Background: an optimization exercise with open tools, aiming at small area and a short achievable clock period. Do not read the settings as production practice. Only simulation tests tie the RTL to the original design; equivalence was not proved. Power is estimated from default activity; no workload was simulated.

==> flow/design.v <==
module Decoder (
input  wire [1:0] IN ,
output wire [3:0] OUT
);
assign OUT = {IN == 2'b11, IN == 2'b10, IN == 2'b01, IN == 2'b00};
endmodule
module DIV_UNIT (
input  wire [15:0] A ,
input  wire [15:0] B ,
output wire [15:0] Q
);
wire [17:0] b1 = {2'b00, B};
wire [17:0] b2 = {1'b0, B, 1'b0};
wire [17:0] b3 = b1 + b2;
wire [15:0] r [0:8];
assign r[8] = A;
genvar k;
generate
  for (k = 7; k >= 0; k = k - 1) begin : row
    localparam integer I = 2 * k;
    localparam integer W = 16 - I;
    wire [W-1:0] p = r[k+1][15:I];
    wire fit1 = (B <= ((1 << W) - 1));
    wire fit2 = (B <= ((1 << W) - 1) / 2);
    wire fit3 = (B <= ((1 << W) - 1) / 3);
    wire [W:0] d1 = {1'b0, p} - {1'b0, b1[W-1:0]};
    wire [W:0] d2 = {1'b0, p} - {1'b0, b2[W-1:0]};
    wire [W:0] d3 = {1'b0, p} - {1'b0, b3[W-1:0]};
    wire ge1 = fit1 & ~d1[W];
    wire ge2 = fit2 & ~d2[W];
    wire ge3 = fit3 & ~d3[W];
    assign Q[I+1] = ge2;
    assign Q[I]   = ge3 | (ge1 & ~ge2);
    assign r[k][15:I] = ge3 ? d3[W-1:0] : ge2 ? d2[W-1:0] : ge1 ? d1[W-1:0] : p;
    if (I > 0) begin : low
      assign r[k][I-1:0] = r[k+1][I-1:0];
    end
  end
endgenerate
endmodule
module MUL_UNIT (
input  wire [15:0] A ,
input  wire [15:0] B ,
output wire [31:0] P
);
wire one0;
wire two0;
wire neg0;
wire pp0_0;
wire pp0_1;
wire pp0_2;
wire pp0_3;
wire pp0_4;
wire pp0_5;
wire pp0_6;
wire pp0_7;
wire pp0_8;
wire pp0_9;
wire pp0_10;
wire pp0_11;
wire pp0_12;
wire pp0_13;
wire pp0_14;
wire pp0_15;
wire pp0_16;
wire ns0;
wire one1;
wire two1;
wire neg1;
wire pp1_0;
wire pp1_1;
wire pp1_2;
wire pp1_3;
wire pp1_4;
wire pp1_5;
wire pp1_6;
wire pp1_7;
wire pp1_8;
wire pp1_9;
wire pp1_10;
wire pp1_11;
wire pp1_12;
wire pp1_13;
wire pp1_14;
wire pp1_15;
wire pp1_16;
wire ns1;
wire one2;
wire two2;
wire neg2;
wire pp2_0;
wire pp2_1;
wire pp2_2;
wire pp2_3;
wire pp2_4;
wire pp2_5;
wire pp2_6;
wire pp2_7;
wire pp2_8;
wire pp2_9;
wire pp2_10;
wire pp2_11;
wire pp2_12;
wire pp2_13;
wire pp2_14;
wire pp2_15;
wire pp2_16;
wire ns2;
wire one3;
wire two3;
wire neg3;
wire pp3_0;
wire pp3_1;
wire pp3_2;
wire pp3_3;
wire pp3_4;
wire pp3_5;
wire pp3_6;
wire pp3_7;
wire pp3_8;
wire pp3_9;
wire pp3_10;
wire pp3_11;
wire pp3_12;
wire pp3_13;
wire pp3_14;
wire pp3_15;
wire pp3_16;
wire ns3;
wire one4;
wire two4;
wire neg4;
wire pp4_0;
wire pp4_1;
wire pp4_2;
wire pp4_3;
wire pp4_4;
wire pp4_5;
wire pp4_6;
wire pp4_7;
wire pp4_8;
wire pp4_9;
wire pp4_10;
wire pp4_11;
wire pp4_12;
wire pp4_13;
wire pp4_14;
wire pp4_15;
wire pp4_16;
wire ns4;
wire one5;
wire two5;
wire neg5;
wire pp5_0;
wire pp5_1;
wire pp5_2;
wire pp5_3;
wire pp5_4;
wire pp5_5;
wire pp5_6;
wire pp5_7;
wire pp5_8;
wire pp5_9;
wire pp5_10;
wire pp5_11;
wire pp5_12;
wire pp5_13;
wire pp5_14;
wire pp5_15;
wire pp5_16;
wire ns5;
wire one6;
wire two6;
wire neg6;
wire pp6_0;
wire pp6_1;
wire pp6_2;
wire pp6_3;
wire pp6_4;
wire pp6_5;
wire pp6_6;
wire pp6_7;
wire pp6_8;
wire pp6_9;
wire pp6_10;
wire pp6_11;
wire pp6_12;
wire pp6_13;
wire pp6_14;
wire pp6_15;
wire pp6_16;
wire ns6;
wire one7;
wire two7;
wire neg7;
wire pp7_0;
wire pp7_1;
wire pp7_2;
wire pp7_3;
wire pp7_4;
wire pp7_5;
wire pp7_6;
wire pp7_7;
wire pp7_8;
wire pp7_9;
wire pp7_10;
wire pp7_11;
wire pp7_12;
wire pp7_13;
wire pp7_14;
wire pp7_15;
wire pp7_16;
wire ns7;
wire pl_0;
wire pl_1;
wire pl_2;
wire pl_3;
wire pl_4;
wire pl_5;
wire pl_6;
wire pl_7;
wire pl_8;
wire pl_9;
wire pl_10;
wire pl_11;
wire pl_12;
wire pl_13;
wire pl_14;
wire pl_15;
wire s1;
wire s2;
wire s3;
wire s4;
wire s5;
wire s6;
wire s7;
wire s8;
wire s9;
wire c10;
wire s11;
wire c12;
wire s13;
wire c14;
wire s15;
wire c16;
wire s17;
wire c18;
wire s19;
wire c20;
wire s21;
wire c22;
wire s23;
wire c24;
wire s25;
wire c26;
wire s27;
wire c28;
wire s29;
wire c30;
wire s31;
wire c32;
wire s33;
wire c34;
wire s35;
wire c36;
wire s37;
wire c38;
wire s39;
wire c40;
wire s41;
wire c42;
wire s43;
wire c44;
wire s45;
wire c46;
wire s47;
wire c48;
wire s49;
wire c50;
wire s51;
wire c52;
wire s53;
wire c54;
wire s55;
wire c56;
wire s57;
wire c58;
wire s59;
wire c60;
wire s61;
wire c62;
wire s63;
wire c64;
wire s65;
wire c66;
wire s67;
wire c68;
wire s69;
wire c70;
wire s71;
wire c72;
wire s73;
wire c74;
wire s75;
wire c76;
wire s77;
wire c78;
wire s79;
wire c80;
wire s81;
wire c82;
wire s83;
wire c84;
wire s85;
wire c86;
wire s87;
wire c88;
wire s89;
wire c90;
wire s91;
wire c92;
wire s93;
wire c94;
wire s95;
wire c96;
wire s97;
wire c98;
wire s99;
wire c100;
wire s101;
wire c102;
wire s103;
wire c104;
wire s105;
wire c106;
wire s107;
wire c108;
wire s109;
wire c110;
wire s111;
wire c112;
wire s113;
wire c114;
wire s115;
wire c116;
wire s117;
wire c118;
wire s119;
wire c120;
wire s121;
wire c122;
wire s123;
wire c124;
wire s125;
wire c126;
wire s127;
wire c128;
wire s129;
wire c130;
wire s131;
wire c132;
wire s133;
wire c134;
wire s135;
wire c136;
wire s137;
wire c138;
wire s139;
wire c140;
wire s141;
wire c142;
wire s143;
wire c144;
wire s145;
wire c146;
wire s147;
wire c148;
wire s149;
wire c150;
wire s151;
wire c152;
wire s153;
wire c154;
wire s155;
wire c156;
wire s157;
wire c158;
wire s159;
wire c160;
wire s161;
wire c162;
wire s163;
wire c164;
wire s165;
wire c166;
wire s167;
wire c168;
wire s169;
wire c170;
wire s171;
wire c172;
wire s173;
wire c174;
wire s175;
wire c176;
wire s177;
wire c178;
wire s179;
wire c180;
wire s181;
wire c182;
wire s183;
wire c184;
wire s185;
wire c186;
wire s187;
wire c188;
wire s189;
wire c190;
wire s191;
wire c192;
wire s193;
wire c194;
wire s195;
wire c196;
wire s197;
wire c198;
wire s199;
wire c200;
wire s201;
wire c202;
wire s203;
wire c204;
wire s205;
wire c206;
wire s207;
wire c208;
wire s209;
wire c210;
wire s211;
wire c212;
wire s213;
wire c214;
wire s215;
wire c216;
wire s217;
wire c218;
wire s219;
wire c220;
wire s221;
wire c222;
wire s223;
wire c224;
wire s225;
wire c226;
wire s227;
wire c228;
wire s229;
wire c230;
wire s231;
wire c232;
wire s233;
wire c234;
wire s235;
wire c236;
wire s237;
wire c238;
wire s239;
wire c240;
wire s241;
wire c242;
wire s243;
wire c244;
wire s245;
wire c246;
wire s247;
wire c248;
wire s249;
wire c250;
wire s251;
wire c252;
wire s253;
wire c254;
wire s255;
wire c256;
wire s257;
wire c258;
wire s259;
wire c260;
wire s261;
wire c262;
wire s263;
wire c264;
wire s265;
wire c266;
wire s267;
wire c268;
wire s269;
wire c270;
wire s271;
wire c272;
wire s273;
wire c274;
wire s275;
wire c276;
wire s277;
wire c278;
wire s279;
wire c280;
wire s281;
wire c282;
wire s283;
wire c284;
wire s285;
wire c286;
wire s287;
wire c288;
wire s289;
wire c290;
wire s291;
wire c292;
wire s293;
wire c294;
wire s295;
wire c296;
wire s297;
wire c298;
wire s299;
wire c300;
wire s301;
wire c302;
wire s303;
wire c304;
wire s305;
wire c306;
wire s307;
wire c308;
wire s309;
wire c310;
wire s311;
wire c312;
wire s313;
wire c314;
wire s315;
wire c316;
wire s317;
wire c318;
wire s319;
wire c320;
wire s321;
wire c322;
wire s323;
wire c324;
assign one0 = B[0] ^ 1'b0;
assign two0 = (B[1] & ~B[0] & ~1'b0) | (~B[1] & B[0] & 1'b0);
assign neg0 = B[1];
assign pp0_0 = ((one0 & A[0])) ^ neg0;
assign pp0_1 = ((one0 & A[1]) | (two0 & A[0])) ^ neg0;
assign pp0_2 = ((one0 & A[2]) | (two0 & A[1])) ^ neg0;
assign pp0_3 = ((one0 & A[3]) | (two0 & A[2])) ^ neg0;
assign pp0_4 = ((one0 & A[4]) | (two0 & A[3])) ^ neg0;
assign pp0_5 = ((one0 & A[5]) | (two0 & A[4])) ^ neg0;
assign pp0_6 = ((one0 & A[6]) | (two0 & A[5])) ^ neg0;
assign pp0_7 = ((one0 & A[7]) | (two0 & A[6])) ^ neg0;
assign pp0_8 = ((one0 & A[8]) | (two0 & A[7])) ^ neg0;
assign pp0_9 = ((one0 & A[9]) | (two0 & A[8])) ^ neg0;
assign pp0_10 = ((one0 & A[10]) | (two0 & A[9])) ^ neg0;
assign pp0_11 = ((one0 & A[11]) | (two0 & A[10])) ^ neg0;
assign pp0_12 = ((one0 & A[12]) | (two0 & A[11])) ^ neg0;
assign pp0_13 = ((one0 & A[13]) | (two0 & A[12])) ^ neg0;
assign pp0_14 = ((one0 & A[14]) | (two0 & A[13])) ^ neg0;
assign pp0_15 = ((one0 & A[15]) | (two0 & A[14])) ^ neg0;
assign pp0_16 = ((two0 & A[15])) ^ neg0;
assign ns0 = ~neg0;
assign one1 = B[2] ^ B[1];
assign two1 = (B[3] & ~B[2] & ~B[1]) | (~B[3] & B[2] & B[1]);
assign neg1 = B[3];
assign pp1_0 = ((one1 & A[0])) ^ neg1;
assign pp1_1 = ((one1 & A[1]) | (two1 & A[0])) ^ neg1;
assign pp1_2 = ((one1 & A[2]) | (two1 & A[1])) ^ neg1;
assign pp1_3 = ((one1 & A[3]) | (two1 & A[2])) ^ neg1;
assign pp1_4 = ((one1 & A[4]) | (two1 & A[3])) ^ neg1;
assign pp1_5 = ((one1 & A[5]) | (two1 & A[4])) ^ neg1;
assign pp1_6 = ((one1 & A[6]) | (two1 & A[5])) ^ neg1;
assign pp1_7 = ((one1 & A[7]) | (two1 & A[6])) ^ neg1;
assign pp1_8 = ((one1 & A[8]) | (two1 & A[7])) ^ neg1;
assign pp1_9 = ((one1 & A[9]) | (two1 & A[8])) ^ neg1;
assign pp1_10 = ((one1 & A[10]) | (two1 & A[9])) ^ neg1;
assign pp1_11 = ((one1 & A[11]) | (two1 & A[10])) ^ neg1;
assign pp1_12 = ((one1 & A[12]) | (two1 & A[11])) ^ neg1;
assign pp1_13 = ((one1 & A[13]) | (two1 & A[12])) ^ neg1;
assign pp1_14 = ((one1 & A[14]) | (two1 & A[13])) ^ neg1;
assign pp1_15 = ((one1 & A[15]) | (two1 & A[14])) ^ neg1;
assign pp1_16 = ((two1 & A[15])) ^ neg1;
assign ns1 = ~neg1;
assign one2 = B[4] ^ B[3];
assign two2 = (B[5] & ~B[4] & ~B[3]) | (~B[5] & B[4] & B[3]);
assign neg2 = B[5];
assign pp2_0 = ((one2 & A[0])) ^ neg2;
assign pp2_1 = ((one2 & A[1]) | (two2 & A[0])) ^ neg2;
assign pp2_2 = ((one2 & A[2]) | (two2 & A[1])) ^ neg2;
assign pp2_3 = ((one2 & A[3]) | (two2 & A[2])) ^ neg2;
assign pp2_4 = ((one2 & A[4]) | (two2 & A[3])) ^ neg2;
assign pp2_5 = ((one2 & A[5]) | (two2 & A[4])) ^ neg2;
assign pp2_6 = ((one2 & A[6]) | (two2 & A[5])) ^ neg2;
assign pp2_7 = ((one2 & A[7]) | (two2 & A[6])) ^ neg2;
assign pp2_8 = ((one2 & A[8]) | (two2 & A[7])) ^ neg2;
assign pp2_9 = ((one2 & A[9]) | (two2 & A[8])) ^ neg2;
assign pp2_10 = ((one2 & A[10]) | (two2 & A[9])) ^ neg2;
assign pp2_11 = ((one2 & A[11]) | (two2 & A[10])) ^ neg2;
assign pp2_12 = ((one2 & A[12]) | (two2 & A[11])) ^ neg2;
assign pp2_13 = ((one2 & A[13]) | (two2 & A[12])) ^ neg2;
assign pp2_14 = ((one2 & A[14]) | (two2 & A[13])) ^ neg2;
assign pp2_15 = ((one2 & A[15]) | (two2 & A[14])) ^ neg2;
assign pp2_16 = ((two2 & A[15])) ^ neg2;
assign ns2 = ~neg2;
assign one3 = B[6] ^ B[5];
assign two3 = (B[7] & ~B[6] & ~B[5]) | (~B[7] & B[6] & B[5]);
assign neg3 = B[7];
assign pp3_0 = ((one3 & A[0])) ^ neg3;
assign pp3_1 = ((one3 & A[1]) | (two3 & A[0])) ^ neg3;
assign pp3_2 = ((one3 & A[2]) | (two3 & A[1])) ^ neg3;
assign pp3_3 = ((one3 & A[3]) | (two3 & A[2])) ^ neg3;
assign pp3_4 = ((one3 & A[4]) | (two3 & A[3])) ^ neg3;
assign pp3_5 = ((one3 & A[5]) | (two3 & A[4])) ^ neg3;
assign pp3_6 = ((one3 & A[6]) | (two3 & A[5])) ^ neg3;
assign pp3_7 = ((one3 & A[7]) | (two3 & A[6])) ^ neg3;
assign pp3_8 = ((one3 & A[8]) | (two3 & A[7])) ^ neg3;
assign pp3_9 = ((one3 & A[9]) | (two3 & A[8])) ^ neg3;
assign pp3_10 = ((one3 & A[10]) | (two3 & A[9])) ^ neg3;
assign pp3_11 = ((one3 & A[11]) | (two3 & A[10])) ^ neg3;
assign pp3_12 = ((one3 & A[12]) | (two3 & A[11])) ^ neg3;
assign pp3_13 = ((one3 & A[13]) | (two3 & A[12])) ^ neg3;
assign pp3_14 = ((one3 & A[14]) | (two3 & A[13])) ^ neg3;
assign pp3_15 = ((one3 & A[15]) | (two3 & A[14])) ^ neg3;
assign pp3_16 = ((two3 & A[15])) ^ neg3;
assign ns3 = ~neg3;
assign one4 = B[8] ^ B[7];
assign two4 = (B[9] & ~B[8] & ~B[7]) | (~B[9] & B[8] & B[7]);
assign neg4 = B[9];
assign pp4_0 = ((one4 & A[0])) ^ neg4;
assign pp4_1 = ((one4 & A[1]) | (two4 & A[0])) ^ neg4;
assign pp4_2 = ((one4 & A[2]) | (two4 & A[1])) ^ neg4;
assign pp4_3 = ((one4 & A[3]) | (two4 & A[2])) ^ neg4;
assign pp4_4 = ((one4 & A[4]) | (two4 & A[3])) ^ neg4;
assign pp4_5 = ((one4 & A[5]) | (two4 & A[4])) ^ neg4;
assign pp4_6 = ((one4 & A[6]) | (two4 & A[5])) ^ neg4;
assign pp4_7 = ((one4 & A[7]) | (two4 & A[6])) ^ neg4;
assign pp4_8 = ((one4 & A[8]) | (two4 & A[7])) ^ neg4;
assign pp4_9 = ((one4 & A[9]) | (two4 & A[8])) ^ neg4;
assign pp4_10 = ((one4 & A[10]) | (two4 & A[9])) ^ neg4;
assign pp4_11 = ((one4 & A[11]) | (two4 & A[10])) ^ neg4;
assign pp4_12 = ((one4 & A[12]) | (two4 & A[11])) ^ neg4;
assign pp4_13 = ((one4 & A[13]) | (two4 & A[12])) ^ neg4;
assign pp4_14 = ((one4 & A[14]) | (two4 & A[13])) ^ neg4;
assign pp4_15 = ((one4 & A[15]) | (two4 & A[14])) ^ neg4;
assign pp4_16 = ((two4 & A[15])) ^ neg4;
assign ns4 = ~neg4;
assign one5 = B[10] ^ B[9];
assign two5 = (B[11] & ~B[10] & ~B[9]) | (~B[11] & B[10] & B[9]);
assign neg5 = B[11];
assign pp5_0 = ((one5 & A[0])) ^ neg5;
assign pp5_1 = ((one5 & A[1]) | (two5 & A[0])) ^ neg5;
assign pp5_2 = ((one5 & A[2]) | (two5 & A[1])) ^ neg5;
assign pp5_3 = ((one5 & A[3]) | (two5 & A[2])) ^ neg5;
assign pp5_4 = ((one5 & A[4]) | (two5 & A[3])) ^ neg5;
assign pp5_5 = ((one5 & A[5]) | (two5 & A[4])) ^ neg5;
assign pp5_6 = ((one5 & A[6]) | (two5 & A[5])) ^ neg5;
assign pp5_7 = ((one5 & A[7]) | (two5 & A[6])) ^ neg5;
assign pp5_8 = ((one5 & A[8]) | (two5 & A[7])) ^ neg5;
assign pp5_9 = ((one5 & A[9]) | (two5 & A[8])) ^ neg5;
assign pp5_10 = ((one5 & A[10]) | (two5 & A[9])) ^ neg5;
assign pp5_11 = ((one5 & A[11]) | (two5 & A[10])) ^ neg5;
assign pp5_12 = ((one5 & A[12]) | (two5 & A[11])) ^ neg5;
assign pp5_13 = ((one5 & A[13]) | (two5 & A[12])) ^ neg5;
assign pp5_14 = ((one5 & A[14]) | (two5 & A[13])) ^ neg5;
assign pp5_15 = ((one5 & A[15]) | (two5 & A[14])) ^ neg5;
assign pp5_16 = ((two5 & A[15])) ^ neg5;
assign ns5 = ~neg5;
assign one6 = B[12] ^ B[11];
assign two6 = (B[13] & ~B[12] & ~B[11]) | (~B[13] & B[12] & B[11]);
assign neg6 = B[13];
assign pp6_0 = ((one6 & A[0])) ^ neg6;
assign pp6_1 = ((one6 & A[1]) | (two6 & A[0])) ^ neg6;
assign pp6_2 = ((one6 & A[2]) | (two6 & A[1])) ^ neg6;
assign pp6_3 = ((one6 & A[3]) | (two6 & A[2])) ^ neg6;
assign pp6_4 = ((one6 & A[4]) | (two6 & A[3])) ^ neg6;
assign pp6_5 = ((one6 & A[5]) | (two6 & A[4])) ^ neg6;
assign pp6_6 = ((one6 & A[6]) | (two6 & A[5])) ^ neg6;
assign pp6_7 = ((one6 & A[7]) | (two6 & A[6])) ^ neg6;
assign pp6_8 = ((one6 & A[8]) | (two6 & A[7])) ^ neg6;
assign pp6_9 = ((one6 & A[9]) | (two6 & A[8])) ^ neg6;
assign pp6_10 = ((one6 & A[10]) | (two6 & A[9])) ^ neg6;
assign pp6_11 = ((one6 & A[11]) | (two6 & A[10])) ^ neg6;
assign pp6_12 = ((one6 & A[12]) | (two6 & A[11])) ^ neg6;
assign pp6_13 = ((one6 & A[13]) | (two6 & A[12])) ^ neg6;
assign pp6_14 = ((one6 & A[14]) | (two6 & A[13])) ^ neg6;
assign pp6_15 = ((one6 & A[15]) | (two6 & A[14])) ^ neg6;
assign pp6_16 = ((two6 & A[15])) ^ neg6;
assign ns6 = ~neg6;
assign one7 = B[14] ^ B[13];
assign two7 = (B[15] & ~B[14] & ~B[13]) | (~B[15] & B[14] & B[13]);
assign neg7 = B[15];
assign pp7_0 = ((one7 & A[0])) ^ neg7;
assign pp7_1 = ((one7 & A[1]) | (two7 & A[0])) ^ neg7;
assign pp7_2 = ((one7 & A[2]) | (two7 & A[1])) ^ neg7;
assign pp7_3 = ((one7 & A[3]) | (two7 & A[2])) ^ neg7;
assign pp7_4 = ((one7 & A[4]) | (two7 & A[3])) ^ neg7;
assign pp7_5 = ((one7 & A[5]) | (two7 & A[4])) ^ neg7;
assign pp7_6 = ((one7 & A[6]) | (two7 & A[5])) ^ neg7;
assign pp7_7 = ((one7 & A[7]) | (two7 & A[6])) ^ neg7;
assign pp7_8 = ((one7 & A[8]) | (two7 & A[7])) ^ neg7;
assign pp7_9 = ((one7 & A[9]) | (two7 & A[8])) ^ neg7;
assign pp7_10 = ((one7 & A[10]) | (two7 & A[9])) ^ neg7;
assign pp7_11 = ((one7 & A[11]) | (two7 & A[10])) ^ neg7;
assign pp7_12 = ((one7 & A[12]) | (two7 & A[11])) ^ neg7;
assign pp7_13 = ((one7 & A[13]) | (two7 & A[12])) ^ neg7;
assign pp7_14 = ((one7 & A[14]) | (two7 & A[13])) ^ neg7;
assign pp7_15 = ((one7 & A[15]) | (two7 & A[14])) ^ neg7;
assign pp7_16 = ((two7 & A[15])) ^ neg7;
assign ns7 = ~neg7;
assign pl_0 = A[0] & B[15];
assign pl_1 = A[1] & B[15];
assign pl_2 = A[2] & B[15];
assign pl_3 = A[3] & B[15];
assign pl_4 = A[4] & B[15];
assign pl_5 = A[5] & B[15];
assign pl_6 = A[6] & B[15];
assign pl_7 = A[7] & B[15];
assign pl_8 = A[8] & B[15];
assign pl_9 = A[9] & B[15];
assign pl_10 = A[10] & B[15];
assign pl_11 = A[11] & B[15];
assign pl_12 = A[12] & B[15];
assign pl_13 = A[13] & B[15];
assign pl_14 = A[14] & B[15];
assign pl_15 = A[15] & B[15];
assign s1 = ~ns0;
assign s2 = ~pp1_16;
assign s3 = ~pp2_16;
assign s4 = ~pp3_16;
assign s5 = ~pp4_16;
assign s6 = ~pp5_16;
assign s7 = ~pp6_16;
assign s8 = ~pp7_16;
assign s9 = pp0_10 ^ pp1_8;
assign c10 = pp0_10 & pp1_8;
assign s11 = pp0_11 ^ pp1_9;
assign c12 = pp0_11 & pp1_9;
assign s13 = pp0_12 ^ pp1_10 ^ pp2_8;
assign c14 = (pp0_12 & pp1_10) | (pp0_12 & pp2_8) | (pp1_10 & pp2_8);
assign s15 = pp3_6 ^ pp4_4;
assign c16 = pp3_6 & pp4_4;
assign s17 = pp0_13 ^ pp1_11 ^ pp2_9;
assign c18 = (pp0_13 & pp1_11) | (pp0_13 & pp2_9) | (pp1_11 & pp2_9);
assign s19 = pp3_7 ^ pp4_5;
assign c20 = pp3_7 & pp4_5;
assign s21 = pp0_14 ^ pp1_12 ^ pp2_10;
assign c22 = (pp0_14 & pp1_12) | (pp0_14 & pp2_10) | (pp1_12 & pp2_10);
assign s23 = pp3_8 ^ pp4_6 ^ pp5_4;
assign c24 = (pp3_8 & pp4_6) | (pp3_8 & pp5_4) | (pp4_6 & pp5_4);
assign s25 = pp6_2 ^ pp7_0;
assign c26 = pp6_2 & pp7_0;
assign s27 = pp0_15 ^ pp1_13 ^ pp2_11;
assign c28 = (pp0_15 & pp1_13) | (pp0_15 & pp2_11) | (pp1_13 & pp2_11);
assign s29 = pp3_9 ^ pp4_7 ^ pp5_5;
assign c30 = (pp3_9 & pp4_7) | (pp3_9 & pp5_5) | (pp4_7 & pp5_5);
assign s31 = pp6_3 ^ pp7_1;
assign c32 = pp6_3 & pp7_1;
assign s33 = pp0_16 ^ pp1_14 ^ pp2_12;
assign c34 = (pp0_16 & pp1_14) | (pp0_16 & pp2_12) | (pp1_14 & pp2_12);
assign s35 = pp3_10 ^ pp4_8 ^ pp5_6;
assign c36 = (pp3_10 & pp4_8) | (pp3_10 & pp5_6) | (pp4_8 & pp5_6);
assign s37 = pp6_4 ^ pp7_2 ^ pl_0;
assign c38 = (pp6_4 & pp7_2) | (pp6_4 & pl_0) | (pp7_2 & pl_0);
assign s39 = pp1_15 ^ pp2_13 ^ pp3_11;
assign c40 = (pp1_15 & pp2_13) | (pp1_15 & pp3_11) | (pp2_13 & pp3_11);
assign s41 = pp4_9 ^ pp5_7 ^ pp6_5;
assign c42 = (pp4_9 & pp5_7) | (pp4_9 & pp6_5) | (pp5_7 & pp6_5);
assign s43 = pp7_3 ^ pl_1 ^ s1;
assign c44 = (pp7_3 & pl_1) | (pp7_3 & s1) | (pl_1 & s1);
assign s45 = pp2_14 ^ pp3_12 ^ pp4_10;
assign c46 = (pp2_14 & pp3_12) | (pp2_14 & pp4_10) | (pp3_12 & pp4_10);
assign s47 = pp5_8 ^ pp6_6 ^ pp7_4;
assign c48 = (pp5_8 & pp6_6) | (pp5_8 & pp7_4) | (pp6_6 & pp7_4);
assign s49 = pl_2 ^ ns0 ^ s2;
assign c50 = (pl_2 & ns0) | (pl_2 & s2) | (ns0 & s2);
assign s51 = ns1 ^ pp2_15 ^ pp3_13;
assign c52 = (ns1 & pp2_15) | (ns1 & pp3_13) | (pp2_15 & pp3_13);
assign s53 = pp4_11 ^ pp5_9 ^ pp6_7;
assign c54 = (pp4_11 & pp5_9) | (pp4_11 & pp6_7) | (pp5_9 & pp6_7);
assign s55 = pp7_5 ^ pl_3 ^ pp1_16;
assign c56 = (pp7_5 & pl_3) | (pp7_5 & pp1_16) | (pl_3 & pp1_16);
assign s57 = pp3_14 ^ pp4_12 ^ pp5_10;
assign c58 = (pp3_14 & pp4_12) | (pp3_14 & pp5_10) | (pp4_12 & pp5_10);
assign s59 = pp6_8 ^ pp7_6 ^ pl_4;
assign c60 = (pp6_8 & pp7_6) | (pp6_8 & pl_4) | (pp7_6 & pl_4);
assign s61 = ns2 ^ pp3_15 ^ pp4_13;
assign c62 = (ns2 & pp3_15) | (ns2 & pp4_13) | (pp3_15 & pp4_13);
assign s63 = pp5_11 ^ pp6_9 ^ pp7_7;
assign c64 = (pp5_11 & pp6_9) | (pp5_11 & pp7_7) | (pp6_9 & pp7_7);
assign s65 = pp4_14 ^ pp5_12 ^ pp6_10;
assign c66 = (pp4_14 & pp5_12) | (pp4_14 & pp6_10) | (pp5_12 & pp6_10);
assign s67 = ns3 ^ pp4_15 ^ pp5_13;
assign c68 = (ns3 & pp4_15) | (ns3 & pp5_13) | (pp4_15 & pp5_13);
assign s69 = pp0_6 ^ pp1_4;
assign c70 = pp0_6 & pp1_4;
assign s71 = pp0_7 ^ pp1_5;
assign c72 = pp0_7 & pp1_5;
assign s73 = pp0_8 ^ pp1_6 ^ pp2_4;
assign c74 = (pp0_8 & pp1_6) | (pp0_8 & pp2_4) | (pp1_6 & pp2_4);
assign s75 = pp3_2 ^ pp4_0;
assign c76 = pp3_2 & pp4_0;
assign s77 = pp0_9 ^ pp1_7 ^ pp2_5;
assign c78 = (pp0_9 & pp1_7) | (pp0_9 & pp2_5) | (pp1_7 & pp2_5);
assign s79 = pp3_3 ^ pp4_1;
assign c80 = pp3_3 & pp4_1;
assign s81 = s9 ^ pp2_6 ^ pp3_4;
assign c82 = (s9 & pp2_6) | (s9 & pp3_4) | (pp2_6 & pp3_4);
assign s83 = pp4_2 ^ pp5_0 ^ neg5;
assign c84 = (pp4_2 & pp5_0) | (pp4_2 & neg5) | (pp5_0 & neg5);
assign s85 = c10 ^ s11 ^ pp2_7;
assign c86 = (c10 & s11) | (c10 & pp2_7) | (s11 & pp2_7);
assign s87 = pp3_5 ^ pp4_3 ^ pp5_1;
assign c88 = (pp3_5 & pp4_3) | (pp3_5 & pp5_1) | (pp4_3 & pp5_1);
assign s89 = c12 ^ s13 ^ s15;
assign c90 = (c12 & s13) | (c12 & s15) | (s13 & s15);
assign s91 = pp5_2 ^ pp6_0 ^ neg6;
assign c92 = (pp5_2 & pp6_0) | (pp5_2 & neg6) | (pp6_0 & neg6);
assign s93 = c14 ^ c16 ^ s17;
assign c94 = (c14 & c16) | (c14 & s17) | (c16 & s17);
assign s95 = s19 ^ pp5_3 ^ pp6_1;
assign c96 = (s19 & pp5_3) | (s19 & pp6_1) | (pp5_3 & pp6_1);
assign s97 = c18 ^ c20 ^ s21;
assign c98 = (c18 & c20) | (c18 & s21) | (c20 & s21);
assign s99 = s23 ^ s25 ^ neg7;
assign c100 = (s23 & s25) | (s23 & neg7) | (s25 & neg7);
assign s101 = c22 ^ c24 ^ c26;
assign c102 = (c22 & c24) | (c22 & c26) | (c24 & c26);
assign s103 = s27 ^ s29 ^ s31;
assign c104 = (s27 & s29) | (s27 & s31) | (s29 & s31);
assign s105 = c28 ^ c30 ^ c32;
assign c106 = (c28 & c30) | (c28 & c32) | (c30 & c32);
assign s107 = s33 ^ s35 ^ s37;
assign c108 = (s33 & s35) | (s33 & s37) | (s35 & s37);
assign s109 = c34 ^ c36 ^ c38;
assign c110 = (c34 & c36) | (c34 & c38) | (c36 & c38);
assign s111 = s39 ^ s41 ^ s43;
assign c112 = (s39 & s41) | (s39 & s43) | (s41 & s43);
assign s113 = c40 ^ c42 ^ c44;
assign c114 = (c40 & c42) | (c40 & c44) | (c42 & c44);
assign s115 = s45 ^ s47 ^ s49;
assign c116 = (s45 & s47) | (s45 & s49) | (s47 & s49);
assign s117 = c46 ^ c48 ^ c50;
assign c118 = (c46 & c48) | (c46 & c50) | (c48 & c50);
assign s119 = s51 ^ s53 ^ s55;
assign c120 = (s51 & s53) | (s51 & s55) | (s53 & s55);
assign s121 = c52 ^ c54 ^ c56;
assign c122 = (c52 & c54) | (c52 & c56) | (c54 & c56);
assign s123 = s57 ^ s59 ^ s3;
assign c124 = (s57 & s59) | (s57 & s3) | (s59 & s3);
assign s125 = c58 ^ c60 ^ s61;
assign c126 = (c58 & c60) | (c58 & s61) | (c60 & s61);
assign s127 = s63 ^ pl_5 ^ pp2_16;
assign c128 = (s63 & pl_5) | (s63 & pp2_16) | (pl_5 & pp2_16);
assign s129 = c62 ^ c64 ^ s65;
assign c130 = (c62 & c64) | (c62 & s65) | (c64 & s65);
assign s131 = pp7_8 ^ pl_6 ^ s4;
assign c132 = (pp7_8 & pl_6) | (pp7_8 & s4) | (pl_6 & s4);
assign s133 = c66 ^ s67 ^ pp6_11;
assign c134 = (c66 & s67) | (c66 & pp6_11) | (s67 & pp6_11);
assign s135 = pp7_9 ^ pl_7 ^ pp3_16;
assign c136 = (pp7_9 & pl_7) | (pp7_9 & pp3_16) | (pl_7 & pp3_16);
assign s137 = c68 ^ pp5_14 ^ pp6_12;
assign c138 = (c68 & pp5_14) | (c68 & pp6_12) | (pp5_14 & pp6_12);
assign s139 = pp7_10 ^ pl_8 ^ s5;
assign c140 = (pp7_10 & pl_8) | (pp7_10 & s5) | (pl_8 & s5);
assign s141 = ns4 ^ pp5_15 ^ pp6_13;
assign c142 = (ns4 & pp5_15) | (ns4 & pp6_13) | (pp5_15 & pp6_13);
assign s143 = pp7_11 ^ pl_9 ^ pp4_16;
assign c144 = (pp7_11 & pl_9) | (pp7_11 & pp4_16) | (pl_9 & pp4_16);
assign s145 = pp6_14 ^ pp7_12 ^ pl_10;
assign c146 = (pp6_14 & pp7_12) | (pp6_14 & pl_10) | (pp7_12 & pl_10);
assign s147 = ns5 ^ pp6_15 ^ pp7_13;
assign c148 = (ns5 & pp6_15) | (ns5 & pp7_13) | (pp6_15 & pp7_13);
assign s149 = pp0_4 ^ pp1_2;
assign c150 = pp0_4 & pp1_2;
assign s151 = pp0_5 ^ pp1_3;
assign c152 = pp0_5 & pp1_3;
assign s153 = s69 ^ pp2_2 ^ pp3_0;
assign c154 = (s69 & pp2_2) | (s69 & pp3_0) | (pp2_2 & pp3_0);
assign s155 = c70 ^ s71 ^ pp2_3;
assign c156 = (c70 & s71) | (c70 & pp2_3) | (s71 & pp2_3);
assign s157 = c72 ^ s73 ^ s75;
assign c158 = (c72 & s73) | (c72 & s75) | (s73 & s75);
assign s159 = c74 ^ c76 ^ s77;
assign c160 = (c74 & c76) | (c74 & s77) | (c76 & s77);
assign s161 = c78 ^ c80 ^ s81;
assign c162 = (c78 & c80) | (c78 & s81) | (c80 & s81);
assign s163 = c82 ^ c84 ^ s85;
assign c164 = (c82 & c84) | (c82 & s85) | (c84 & s85);
assign s165 = c86 ^ c88 ^ s89;
assign c166 = (c86 & c88) | (c86 & s89) | (c88 & s89);
assign s167 = c90 ^ c92 ^ s93;
assign c168 = (c90 & c92) | (c90 & s93) | (c92 & s93);
assign s169 = c94 ^ c96 ^ s97;
assign c170 = (c94 & c96) | (c94 & s97) | (c96 & s97);
assign s171 = c98 ^ c100 ^ s101;
assign c172 = (c98 & c100) | (c98 & s101) | (c100 & s101);
assign s173 = c102 ^ c104 ^ s105;
assign c174 = (c102 & c104) | (c102 & s105) | (c104 & s105);
assign s175 = c106 ^ c108 ^ s109;
assign c176 = (c106 & c108) | (c106 & s109) | (c108 & s109);
assign s177 = c110 ^ c112 ^ s113;
assign c178 = (c110 & c112) | (c110 & s113) | (c112 & s113);
assign s179 = c114 ^ c116 ^ s117;
assign c180 = (c114 & c116) | (c114 & s117) | (c116 & s117);
assign s181 = c118 ^ c120 ^ s121;
assign c182 = (c118 & c120) | (c118 & s121) | (c120 & s121);
assign s183 = c122 ^ c124 ^ s125;
assign c184 = (c122 & c124) | (c122 & s125) | (c124 & s125);
assign s185 = c126 ^ c128 ^ s129;
assign c186 = (c126 & c128) | (c126 & s129) | (c128 & s129);
assign s187 = c130 ^ c132 ^ s133;
assign c188 = (c130 & c132) | (c130 & s133) | (c132 & s133);
assign s189 = c134 ^ c136 ^ s137;
assign c190 = (c134 & c136) | (c134 & s137) | (c136 & s137);
assign s191 = c138 ^ c140 ^ s141;
assign c192 = (c138 & c140) | (c138 & s141) | (c140 & s141);
assign s193 = c142 ^ c144 ^ s145;
assign c194 = (c142 & c144) | (c142 & s145) | (c144 & s145);
assign s195 = c146 ^ s147 ^ pl_11;
assign c196 = (c146 & s147) | (c146 & pl_11) | (s147 & pl_11);
assign s197 = c148 ^ pp7_14 ^ pl_12;
assign c198 = (c148 & pp7_14) | (c148 & pl_12) | (pp7_14 & pl_12);
assign s199 = ns6 ^ pp7_15 ^ pl_13;
assign c200 = (ns6 & pp7_15) | (ns6 & pl_13) | (pp7_15 & pl_13);
assign s201 = pp0_2 ^ pp1_0;
assign c202 = pp0_2 & pp1_0;
assign s203 = pp0_3 ^ pp1_1;
assign c204 = pp0_3 & pp1_1;
assign s205 = s149 ^ pp2_0 ^ neg2;
assign c206 = (s149 & pp2_0) | (s149 & neg2) | (pp2_0 & neg2);
assign s207 = c150 ^ s151 ^ pp2_1;
assign c208 = (c150 & s151) | (c150 & pp2_1) | (s151 & pp2_1);
assign s209 = c152 ^ s153 ^ neg3;
assign c210 = (c152 & s153) | (c152 & neg3) | (s153 & neg3);
assign s211 = c154 ^ s155 ^ pp3_1;
assign c212 = (c154 & s155) | (c154 & pp3_1) | (s155 & pp3_1);
assign s213 = c156 ^ s157 ^ neg4;
assign c214 = (c156 & s157) | (c156 & neg4) | (s157 & neg4);
assign s215 = c158 ^ s159 ^ s79;
assign c216 = (c158 & s159) | (c158 & s79) | (s159 & s79);
assign s217 = c160 ^ s161 ^ s83;
assign c218 = (c160 & s161) | (c160 & s83) | (s161 & s83);
assign s219 = c162 ^ s163 ^ s87;
assign c220 = (c162 & s163) | (c162 & s87) | (s163 & s87);
assign s221 = c164 ^ s165 ^ s91;
assign c222 = (c164 & s165) | (c164 & s91) | (s165 & s91);
assign s223 = c166 ^ s167 ^ s95;
assign c224 = (c166 & s167) | (c166 & s95) | (s167 & s95);
assign s225 = c168 ^ s169 ^ s99;
assign c226 = (c168 & s169) | (c168 & s99) | (s169 & s99);
assign s227 = c170 ^ s171 ^ s103;
assign c228 = (c170 & s171) | (c170 & s103) | (s171 & s103);
assign s229 = c172 ^ s173 ^ s107;
assign c230 = (c172 & s173) | (c172 & s107) | (s173 & s107);
assign s231 = c174 ^ s175 ^ s111;
assign c232 = (c174 & s175) | (c174 & s111) | (s175 & s111);
assign s233 = c176 ^ s177 ^ s115;
assign c234 = (c176 & s177) | (c176 & s115) | (s177 & s115);
assign s235 = c178 ^ s179 ^ s119;
assign c236 = (c178 & s179) | (c178 & s119) | (s179 & s119);
assign s237 = c180 ^ s181 ^ s123;
assign c238 = (c180 & s181) | (c180 & s123) | (s181 & s123);
assign s239 = c182 ^ s183 ^ s127;
assign c240 = (c182 & s183) | (c182 & s127) | (s183 & s127);
assign s241 = c184 ^ s185 ^ s131;
assign c242 = (c184 & s185) | (c184 & s131) | (s185 & s131);
assign s243 = c186 ^ s187 ^ s135;
assign c244 = (c186 & s187) | (c186 & s135) | (s187 & s135);
assign s245 = c188 ^ s189 ^ s139;
assign c246 = (c188 & s189) | (c188 & s139) | (s189 & s139);
assign s247 = c190 ^ s191 ^ s143;
assign c248 = (c190 & s191) | (c190 & s143) | (s191 & s143);
assign s249 = c192 ^ s193 ^ s6;
assign c250 = (c192 & s193) | (c192 & s6) | (s193 & s6);
assign s251 = c194 ^ s195 ^ pp5_16;
assign c252 = (c194 & s195) | (c194 & pp5_16) | (s195 & pp5_16);
assign s253 = c196 ^ s197 ^ s7;
assign c254 = (c196 & s197) | (c196 & s7) | (s197 & s7);
assign s255 = c198 ^ s199 ^ pp6_16;
assign c256 = (c198 & s199) | (c198 & pp6_16) | (s199 & pp6_16);
assign s257 = c200 ^ pl_14 ^ s8;
assign c258 = (c200 & pl_14) | (c200 & s8) | (pl_14 & s8);
assign s259 = ns7 ^ pl_15 ^ pp7_16;
assign c260 = (ns7 & pl_15) | (ns7 & pp7_16) | (pl_15 & pp7_16);
assign s261 = pp0_0 ^ neg0;
assign c262 = pp0_0 & neg0;
assign s263 = pp0_1 ^ c262;
assign c264 = pp0_1 & c262;
assign s265 = s201 ^ neg1 ^ c264;
assign c266 = (s201 & neg1) | (s201 & c264) | (neg1 & c264);
assign s267 = c202 ^ s203 ^ c266;
assign c268 = (c202 & s203) | (c202 & c266) | (s203 & c266);
assign s269 = c204 ^ s205 ^ c268;
assign c270 = (c204 & s205) | (c204 & c268) | (s205 & c268);
assign s271 = c206 ^ s207 ^ c270;
assign c272 = (c206 & s207) | (c206 & c270) | (s207 & c270);
assign s273 = c208 ^ s209 ^ c272;
assign c274 = (c208 & s209) | (c208 & c272) | (s209 & c272);
assign s275 = c210 ^ s211 ^ c274;
assign c276 = (c210 & s211) | (c210 & c274) | (s211 & c274);
assign s277 = c212 ^ s213 ^ c276;
assign c278 = (c212 & s213) | (c212 & c276) | (s213 & c276);
assign s279 = c214 ^ s215 ^ c278;
assign c280 = (c214 & s215) | (c214 & c278) | (s215 & c278);
assign s281 = c216 ^ s217 ^ c280;
assign c282 = (c216 & s217) | (c216 & c280) | (s217 & c280);
assign s283 = c218 ^ s219 ^ c282;
assign c284 = (c218 & s219) | (c218 & c282) | (s219 & c282);
assign s285 = c220 ^ s221 ^ c284;
assign c286 = (c220 & s221) | (c220 & c284) | (s221 & c284);
assign s287 = c222 ^ s223 ^ c286;
assign c288 = (c222 & s223) | (c222 & c286) | (s223 & c286);
assign s289 = c224 ^ s225 ^ c288;
assign c290 = (c224 & s225) | (c224 & c288) | (s225 & c288);
assign s291 = c226 ^ s227 ^ c290;
assign c292 = (c226 & s227) | (c226 & c290) | (s227 & c290);
assign s293 = c228 ^ s229 ^ c292;
assign c294 = (c228 & s229) | (c228 & c292) | (s229 & c292);
assign s295 = c230 ^ s231 ^ c294;
assign c296 = (c230 & s231) | (c230 & c294) | (s231 & c294);
assign s297 = c232 ^ s233 ^ c296;
assign c298 = (c232 & s233) | (c232 & c296) | (s233 & c296);
assign s299 = c234 ^ s235 ^ c298;
assign c300 = (c234 & s235) | (c234 & c298) | (s235 & c298);
assign s301 = c236 ^ s237 ^ c300;
assign c302 = (c236 & s237) | (c236 & c300) | (s237 & c300);
assign s303 = c238 ^ s239 ^ c302;
assign c304 = (c238 & s239) | (c238 & c302) | (s239 & c302);
assign s305 = c240 ^ s241 ^ c304;
assign c306 = (c240 & s241) | (c240 & c304) | (s241 & c304);
assign s307 = c242 ^ s243 ^ c306;
assign c308 = (c242 & s243) | (c242 & c306) | (s243 & c306);
assign s309 = c244 ^ s245 ^ c308;
assign c310 = (c244 & s245) | (c244 & c308) | (s245 & c308);
assign s311 = c246 ^ s247 ^ c310;
assign c312 = (c246 & s247) | (c246 & c310) | (s247 & c310);
assign s313 = c248 ^ s249 ^ c312;
assign c314 = (c248 & s249) | (c248 & c312) | (s249 & c312);
assign s315 = c250 ^ s251 ^ c314;
assign c316 = (c250 & s251) | (c250 & c314) | (s251 & c314);
assign s317 = c252 ^ s253 ^ c316;
assign c318 = (c252 & s253) | (c252 & c316) | (s253 & c316);
assign s319 = c254 ^ s255 ^ c318;
assign c320 = (c254 & s255) | (c254 & c318) | (s255 & c318);
assign s321 = c256 ^ s257 ^ c320;
assign c322 = (c256 & s257) | (c256 & c320) | (s257 & c320);
assign s323 = c258 ^ s259 ^ c322;
assign c324 = (c258 & s259) | (c258 & c322) | (s259 & c322);
assign P = {s323, s321, s319, s317, s315, s313, s311, s309, s307, s305, s303, s301, s299, s297, s295, s293, s291, s289, s287, s285, s283, s281, s279, s277, s275, s273, s271, s269, s267, s265, s263, s261};
endmodule
module LOGIC_UNIT (
input  wire [15:0] A ,
input  wire [15:0] B ,
input  wire [1:0]  F ,
output wire [15:0] Y
);
assign Y = (F[0] ? (A | B) : (A & B)) ^ {16{F[1]}};
endmodule
module SHIFT_UNIT (
input  wire [15:0] A ,
input  wire [15:0] B ,
input  wire [1:0]  F ,
output wire [15:0] Y
);
wire [15:0] x = F[1] ? B : A;
assign Y = F[0] ? {x[14:0], 1'b0} : {1'b0, x[15:1]};
endmodule
module CMP_UNIT (
input  wire       eq ,
input  wire       lt ,
input  wire [1:0] F ,
output wire [2:0] Y
);
assign Y = (F == 2'b01) ? {2'b00, eq} :
           (F == 2'b10) ? {1'b0, ~lt & ~eq, 1'b0} :
           (F == 2'b11) ? {1'b0, lt, lt} : 3'b000;
endmodule
module ALU_TOP (
input  wire [15:0] A ,
input  wire [15:0] B ,
input  wire [3:0]  ALU_FUNC ,
input  wire        CLK ,
output reg  [31:0] Arith_OUT ,
output reg         Carry_OUT ,
output reg         Arith_Flag ,
output reg  [15:0] Logic_OUT ,
output reg         Logic_Flag ,
output reg  [15:0] Shift_OUT ,
output reg         Shift_Flag ,
output reg  [2:0]  CMP_OUT ,
output reg         CMP_Flag
);
wire [3:0] en;
Decoder U0 (.IN(ALU_FUNC[3:2]), .OUT(en));
wire        sub = (en[0] & (ALU_FUNC[1:0] == 2'b01)) | en[2];
wire [16:0] s   = {1'b0, A} + {1'b0, B ^ {16{sub}}} + {16'b0, sub};
wire        lt  = ~s[16];
wire        eq  = (A == B);
wire [31:0] prod;
wire [15:0] quot;
MUL_UNIT U_MUL (.A(A), .B(B), .P(prod));
DIV_UNIT U_DIV (.A(A), .B(B), .Q(quot));
reg [31:0] arith;
always @(*) begin
  case (ALU_FUNC[1:0])
    2'b00: arith = {15'b0, s};
    2'b01: arith = {{16{lt}}, s[15:0]};
    2'b10: arith = prod;
    default: arith = {16'b0, quot};
  endcase
end
wire [15:0] logic_y, shift_y;
wire [2:0]  cmp_y;
LOGIC_UNIT U_LOGIC (.A(A), .B(B), .F(ALU_FUNC[1:0]), .Y(logic_y));
SHIFT_UNIT U_SHIFT (.A(A), .B(B), .F(ALU_FUNC[1:0]), .Y(shift_y));
CMP_UNIT   U_CMP   (.eq(eq), .lt(lt), .F(ALU_FUNC[1:0]), .Y(cmp_y));
always @(posedge CLK) begin
  Arith_OUT  <= en[0] ? arith : 32'b0;
  Carry_OUT  <= en[0] & arith[16];
  Arith_Flag <= en[0];
  Logic_OUT  <= en[1] ? logic_y : 16'b0;
  Logic_Flag <= en[1];
  CMP_OUT    <= en[2] ? cmp_y : 3'b0;
  CMP_Flag   <= en[2];
  Shift_OUT  <= en[3] ? shift_y : 16'b0;
  Shift_Flag <= en[3];
end
endmodule
==> flow/flow/run.sh <==
#!/bin/bash
# Standard layout, unchanged.
set -e
bash standard.sh > standard.log 2>&1
==> flow/standard.sh <==
#!/bin/bash
# synth_recipe.tcl (not shown) runs the flow's synth.tcl, then flattens the netlist and writes it again
# the make line also repeats each setting of config.mk as NAME=value (left out here)
make -C /OpenROAD-flow-scripts/flow DESIGN_CONFIG=/design/flow/config.mk WORK_HOME=/design/flow/orfs CLKGATE_MAP_FILE= SYNTH_SCRIPT=/design/flow/synth_recipe.tcl "${@:-finish}"
==> flow/config.mk <==
export PLATFORM = sky130hd
export DESIGN_NAME = ALU_TOP
export DESIGN_NICKNAME = ALU_TOP
export VERILOG_FILES = /design/flow/design.v
export SDC_FILE = /design/flow/constraint.sdc
export NUM_CORES = 4
export LEC_CHECK = 0
export ABC_AREA = 1
export CAP_MARGIN = 20
export CORE_MARGIN = 2
export CORE_UTILIZATION = 40
export SLEW_MARGIN = 20
==> flow/constraint.sdc <==
create_clock -name core_clock -period 105.0 [get_ports {CLK}]
set_input_delay 21.0000 -clock core_clock [delete_from_list [all_inputs] [get_ports {CLK}]]
set_output_delay 21.0000 -clock core_clock [all_outputs]
set_load 0.01 [all_outputs]
==> qor.yml <==
route:
  first_pass_iters: 8
  vias: 19240
  drt_wl_total_mm: 73.80
  ant_nets: 0
  drt_iter0_drc: 1847
  wl_per_cell_um: 21.76
  routed_via_density: 5.672
  drc: 0
hold_path:
  hold_start: "ALU_FUNC[3]"
  hp-class: "input port to register"
critical_path:
  cp.required_ns: 105.20
  worstPathMaxFanout: 20
  cp_slowest_cell: "clkdlybuf4s50_1"
  crit_type: "input port to register"
  critPathLaunchType: "input port"
  slowest_delay_ns: 1.16
  startpoint: "B[13]"
  critPathArrivalTime_ns: 40.29
  worst_path_most_repeated_cell: "nand2_1"
  end_kind: "register"
placement:
  io_buffers: 107
  dp_cells: 3375
  place_ws_ns: 64.88
  gp_congestion: 0.9512
  dp_hpwl_mm: 55.94
yosys:
  synthTopCellsByCount: "444 x nand2_1, 405 x inv_1, 315 x ha_1, 223 x a21oi_1, 214 x xor2_1"
  synth_edf_count: 0
  synth_top_area_cell: "ha_1"
  async_flop_share_pct: 0
  ys_types: 55
  synthFlopType: "dfxtp_1"
  synthMostInstantiatedCell: "nand2_1"
  synthTopCellsByArea: "ha_1 20%, fa_1 16%, xor2_1 9.6%"
  syn_area_mm2: 0.01943
  synth_seq_area_share_pct: 7.314
  syn_area_per_cell_um2: 7.279
  synth_top_area_share_pct: 20.28
  syn_nets: 3181
  synth_seq_cells: 71
  yosysWarnings: 2
  netlist_instances: 2670
finish:
  n_antenna_cell: 0
  instances_no_fill: 3391
  drive_gt1_share_pct: 5.115
  fillCellCount: 4838
  final_nets: 3282
  utilization_pct: 45.46
  area_growth_pct: 11.92
die:
  start_util_pct: 40.62
  dieArea_mm2: 0.05036
  rows: 80
  io_pins: 109
  die_height_um: 224.4
  coreArea_mm2: 0.04785
  die_w_um: 224.4
clocking:
  root_buffer: "clkbuf_16"
  cts_made_buffers: 9
  cts_max_path_buffers: 2
  cts_tree: "done"
  cts_num_sinks: 71
  cts-resized-gates: 0
  postCtsSetupBuffers: 0
  cts_max_level: 3
  clkTransAtPathRegs_ns: 0.06
  cts_hold_buf: 0
timing:
  timing.final.crit_share_pct: 38.17
  final-setup-viol-count: 0
  setup_tns_ns: 0
  relSlewSlack_pct: 26.76
  finalCriticalPeriod_ns: 40.08
  rsz0062_at_grt: "false"
  holdWs_ns: 21.30
  max_freq_mhz: 24.95
  setup_slack_ns: 64.92
  slew_viol_final: 0
  hold_viol: 0
  worstMarginPinSlew_ns: 1.095
flow_run:
  drv_cap: 0
grt:
  grt_pass1_wl_mm: 112.3
  antenna_found_initial: 0
  grt_pass1_vias: 18920
  grt_max_degree: 54
  track_usage_pct: 29.24
  overflow: 0
outcome:
  status: "no timing/DRC/antenna violations"
pwr:
  p_per_area_mw_per_mm2: 20.03
  p_seq_share_pct: 7.4
  irDropWorstVdd_mv: 0.01504
  p_leak_nw: 10.76
  p_sw_share_pct: 54.09
  clockPowerShare_pct: 7.6
  share_comb_of_total_power_pct: 85.0
  intPower_w: 0.0002000
  p_switching_w: 0.0002357
cells in the final DEF, fill, tap and decap left out, types with 106 or more instances in the layout:
master           count
inv_1              404
o21ai_0            156
o22ai_1            124
nor2_1             108
a21oi_1            223
ha_1               315
xor2_1             214
clkdlybuf4s50_1    106
nand2_1            444
fa_1               159
worst max-delay path, delay by kind of cell:
family	cells	cell delay (ns)
compound gates	42	8.31
simple gates	42	5.48
fa+ha+maj	8	2.96
buf+inv	9	2.48
power groups by stage:
stage | Sequential, W | Combinational, W | Clock (W)
detailed placement | 0.0000327 | 0.000372 | 0
finish | 0.0000321 | 0.000371 | 0.0000331
global placement | 0.0000326 | 0.000368 | 0
floorplan | 0.0000346 | 0.000246 | 0
CTS | 0.0000321 | 0.000376 | 0.0000336
global route | 0.0000324 | 0.000423 | 0.0000344
flip-flops by register name (all words and copies together) (netlist names):
name	count
Shift_Flag	1
CMP_Flag	1
Logic_OUT	16
Shift_OUT	16
CMP_OUT	2
Logic_Flag	1
Arith_OUT	32
Arith_Flag	1
Carry_OUT	1
worst paths after layout:
check,end,slack [ns],depth (start not counted)
max,Arith_OUT[1],64.92,101
min,CMP_Flag,21.30,3
cells by family after synthesis:
logic type,count (synthesis),share of synthesized area [%]
other,1,0.01930
buffers and inverters,501,9.748
multiplexers,2,0.1094
flip-flops,71,7.314
AND/OR/NAND/NOR,730,15.77
XOR/XNOR,250,11.27
AO/OA/AOI/OAI,641,19.12
adder cells (fa/ha/maj),474,36.66
metrics by stage:
stage / total power, W / cell area [um2]
after floorplan: 0.0002810 / 19430
after global placement: 0.0004006 / 21440
after detailed placement: 0.0004049 / 21440
after CTS: 0.0004413 / 21750
after global routing: 0.0004898 / 21750
final: 0.0004357 / 21750
per-layer routing:
layer | vias up | wire length (um) | track usage [%]
met4 | 0 | 3190 | 12.05
met3 | 187 | 5827 | 4.311
met2 | 890 | 33210 | 47.82
met5 | - | 0 | 0
li1 | 9043 | - | -
met1 | 9115 | 31580 | 38.63
layout make-up:
class | instances | area (um2) | area share (%)
multi-input cells | 2098 | 16140 | 74.19
well taps | 615 | 769.5 | 3.538
inverters | 422 | 1584 | 7.283
clock inverters | 6 | 67.56 | 0.3106
flip-flops and latches | 71 | 1421 | 6.535
repair buffers | 169 | 1531 | 7.041
clock buffers | 10 | 239.0 | 1.099

separate check: timing with driven ports:
The results above use ideal ports. As a check the final layout listed here was re-extracted and re-timed, cells and wires unchanged. Step 1 sets driving cells, clkbuf_16 on the clock port and buf_2 on the other inputs (assumed; they add their load-dependent delay and slew). Step 2 times the ports against the registers' clock, not the clock port: input delays grow and output delays shrink by t, the midpoint of the rising clock arrivals with the driver on. Slacks: ideal / step 1 / step 2; pairs: ideal / step 1.
t, ns: 0.419
setup slack, ns: 64.918 / 64.948 / 64.529
worst setup path at the end: input to register
cell pins on the clock port's net: 1
After both steps this run still meets setup and hold. The setup slack of this run moves by +0.030 ns with the drivers and by -0.389 ns with both steps.
